This is an optimization exercise on Yosys and OpenROAD, whose aim is small area, a short achievable clock period and few clock cycles, not a production implementation.
In this exercise RTL edits were held to simulation tests only and were not proved equivalent to the original.
Power is estimated from default activity; no workload was simulated.

## v17
==> flow/design.v (excerpt) <==
module sa #(parameter DIMENSION = 4) (
  input                                             CLK ,
  input                                             RSTn,
  input        [DIMENSION-1:0]                      DVI ,
  input        [          1:0][DIMENSION-1:0][15:0] DI  ,
  output logic [DIMENSION-1:0][DIMENSION-1:0]       DVO ,
  output logic [DIMENSION-1:0][DIMENSION-1:0][15:0] DO
);
For scale: ~25000 cells after synthesis, roughly 3100 flip-flops, roughly 410 I/O pins, about 0.19 mm^2 of cells after synthesis.
export LEC_CHECK = 0
export ABC_AREA = 1
export CAP_MARGIN = 20
export CORE_MARGIN = 2
export CORE_UTILIZATION = 50
export SLEW_MARGIN = 20
create_clock -name core_clock -period 10.0 [get_ports {CLK}]
standard.sh (not shown) runs the stock make flow with config.mk's settings and CLKGATE_MAP_FILE= SYNTH_SCRIPT=/design/flow/synth_recipe.tcl, a recipe that flattens the netlist after the stock synthesis.
==> flow/flow/run.sh <==
#!/bin/bash
# Own layout flow: the standard synthesis unchanged, then the standard
# ORFS steps with timing repair aimed below the 10 ns clock period (the
# design is still laid out and signed off at the design's clock period and
# constraints), gate resizing across cell footprints, a clock tree without
# dummy loads, and the DO pins that share a register placed side by side.
# Each step's output goes to a log file of its own.
set -euo pipefail

# extra make variables for the layout steps
EXTRA="MATCH_CELL_FOOTPRINT=0 SETUP_SLACK_MARGIN=6.45 PRE_IO_PLACEMENT_TCL=$(pwd)/flow/io.tcl"
export CTS_ARGS="-sink_clustering_enable -repair_clock_nets -sink_clustering_size 40 -sink_clustering_max_diameter 55 -dont_use_dummy_load"

bash standard.sh synth > synth.log 2>&1
sed "s|\"\${@:-finish}\"|$EXTRA \"\${@:-finish}\"|" standard.sh > layout.sh
for step in floorplan place cts route finish; do
  bash layout.sh $step > $step.log 2>&1
done
==> flow/flow/io.tcl <==
# Pin placement: the four DO ports of a row that show the same register bit
# (DO[i][0..3][b]) are placed next to each other.
for {set i 0} {$i < 4} {incr i} {
  for {set b 0} {$b < 16} {incr b} {
    set pins {}
    for {set j 0} {$j < 4} {incr j} {
      lappend pins "DO\[[expr {$i * 64 + $j * 16 + $b}]\]"
    }
    set_io_pin_constraint -group -order -pin_names $pins
  }
}
Testbench counts of v17, summed over its fixed seeds: cycles 1,120.
The inputs of v51 differ from those of v17 as listed below.
diff --git a/flow/flow/run.sh b/flow/flow/run.sh
--- a/flow/flow/run.sh
+++ b/flow/flow/run.sh
@@ -5,3 +5,4 @@
 # constraints), gate resizing across cell footprints, a clock tree without
-# dummy loads, and the DO pins that share a register placed side by side.
+# dummy loads, buf_2 port buffers, and the DO pins that share a register
+# placed side by side.
 # Each step's output goes to a log file of its own.
@@ -10,4 +11,5 @@
 # extra make variables for the layout steps
-EXTRA="MATCH_CELL_FOOTPRINT=0 SETUP_SLACK_MARGIN=6.45 PRE_IO_PLACEMENT_TCL=$(pwd)/flow/io.tcl"
-export CTS_ARGS="-sink_clustering_enable -repair_clock_nets -sink_clustering_size 40 -sink_clustering_max_diameter 55 -dont_use_dummy_load"
+EXTRA="MATCH_CELL_FOOTPRINT=0 SETUP_SLACK_MARGIN=6.62 PRE_IO_PLACEMENT_TCL=$(pwd)/flow/io.tcl"
+export BUFFER_PORTS_ARGS="-buffer_cell sky130_fd_sc_hd__buf_2"
+export CTS_ARGS="-sink_clustering_enable -repair_clock_nets -sink_clustering_size 40 -sink_clustering_max_diameter 50 -dont_use_dummy_load"
 
==> comparison <==
- Delta (v51 minus v17): number of filler instances in the final layout moved down, slack of the critical path moved up.
- Run comparison: v51 launching element of the worst setup path do_q[16]$_DFF_P_; v17 launching element of the worst setup path g_row[0].g_pe[2].pe.A[6]$_DFF_P_
- v51 against v17: non-clock buffering overhead in the final layout moved up; power dissipated in sequential cells held.
- v51 vs v17 — power per cell area climbed slightly
### v51 -> v53
- setting PLACE_DENSITY to 0.68 for the first time
- changing ABC_AREA from 1 to 0
diff --git a/flow/flow/run.sh b/flow/flow/run.sh
--- a/flow/flow/run.sh
+++ b/flow/flow/run.sh
@@ -11,5 +11,5 @@
 # extra make variables for the layout steps
-EXTRA="MATCH_CELL_FOOTPRINT=0 SETUP_SLACK_MARGIN=6.62 PRE_IO_PLACEMENT_TCL=$(pwd)/flow/io.tcl"
+EXTRA="MATCH_CELL_FOOTPRINT=0 SETUP_SLACK_MARGIN=6.55 PRE_IO_PLACEMENT_TCL=$(pwd)/flow/io.tcl"
 export BUFFER_PORTS_ARGS="-buffer_cell sky130_fd_sc_hd__buf_2"
-export CTS_ARGS="-sink_clustering_enable -repair_clock_nets -sink_clustering_size 40 -sink_clustering_max_diameter 50 -dont_use_dummy_load"
+export CTS_ARGS="-sink_clustering_enable -repair_clock_nets -sink_clustering_size 40 -sink_clustering_max_diameter 60 -dont_use_dummy_load"
 
Findings:
Timing endpoint of the critical path = mag_q[118]$_DFF_P_: v53; timing endpoint of the critical path = DO[96]: v51
Cmp v53 vs v51: global router's overall resource usage lower in v53
Relative max-transition margin in v53 is 0.52 points higher than in v51
Relative to v51, the final cell area reported for v53 is higher.
Of v53 and v51, the lower critical-path maximum fanout belongs to v51.
For HPWL reported at the end of detailed placement, dividing the value from v53 by the value from v51 gives 0.938.
For the final-layout clock-cell area share, v53 came in 1.3 points lower than v51 did.
NOTE: portion of the clock cycle consumed by the worst path in the final layout in v53 exceeds that of v51
Relative to v53, the following input files were edited for v47:
- a deleted PLACE_DENSITY that had been 0.68
- a change of ABC_AREA from 0 to 1
diff --git a/flow/flow/run.sh b/flow/flow/run.sh
--- a/flow/flow/run.sh
+++ b/flow/flow/run.sh
@@ -13,3 +13,3 @@
 export BUFFER_PORTS_ARGS="-buffer_cell sky130_fd_sc_hd__buf_2"
-export CTS_ARGS="-sink_clustering_enable -repair_clock_nets -sink_clustering_size 40 -sink_clustering_max_diameter 60 -dont_use_dummy_load"
+export CTS_ARGS="-sink_clustering_enable -repair_clock_nets -sink_clustering_size 40 -sink_clustering_max_diameter 50 -dont_use_dummy_load"
 
## What came out
v47 does better than v53 on via count. v47 vs. v53: power moved down; number of distinct library cells after synthesis moved down; effective utilization at floorplan moved up. Run comparison: v47 critical path launch point do_q[14]$_SDFF_PP1_; v53 critical path launch point g_row[2].g_pe[0].pe.accum.FIN$_DFF_PN0_. Comparing v47 and v53, the higher logic gate share of total power was measured on v53.

## port drivers added, routing unchanged
No port has a modelled driver above. Below, the same layouts with a new extraction and two added sets of constraints. Step 1: set_driving_cell puts a clkbuf_16 on CLK and a buf_2 on each other input, an assumption about the parent block. Step 2 adds t to the input delays and takes it off the output delays; t is the mean of the earliest and latest rising clock arrival at the registers after step 1. Input paths then give back, and output paths get back, about the clock's delay inside the block. a / b / c = ideal ports / drivers / drivers and shift; a / b = the first two.
| run | shift t [ns] | slack for setup (ns) | hold slack, ns | worst setup path at the end | worst data-port slew with drivers (ns) |
|---|---|---|---|---|---|
| v17 | 1.066 | 6.466 / 6.380 / 5.548 | 0.285 / 0.285 / 0.285 | input to register | 0.07 |
| v51 | 1.100 | 6.510 / 6.383 / 5.520 | 0.280 / 0.280 / 0.280 | input to register | 0.45 |
| v53 | 1.031 | 6.226 / 6.226 / 5.679 | 0.252 / 0.252 / 0.252 | input to register | 0.39 |
| v47 | 1.067 | 6.520 / 6.405 / 5.485 | 0.267 / 0.267 / 0.267 | input to register | 0.57 |
After both steps every run listed still meets setup and hold. For v47, which loses most, drivers alone change the setup slack by -0.115 ns; drivers and shift together by -1.035 ns.
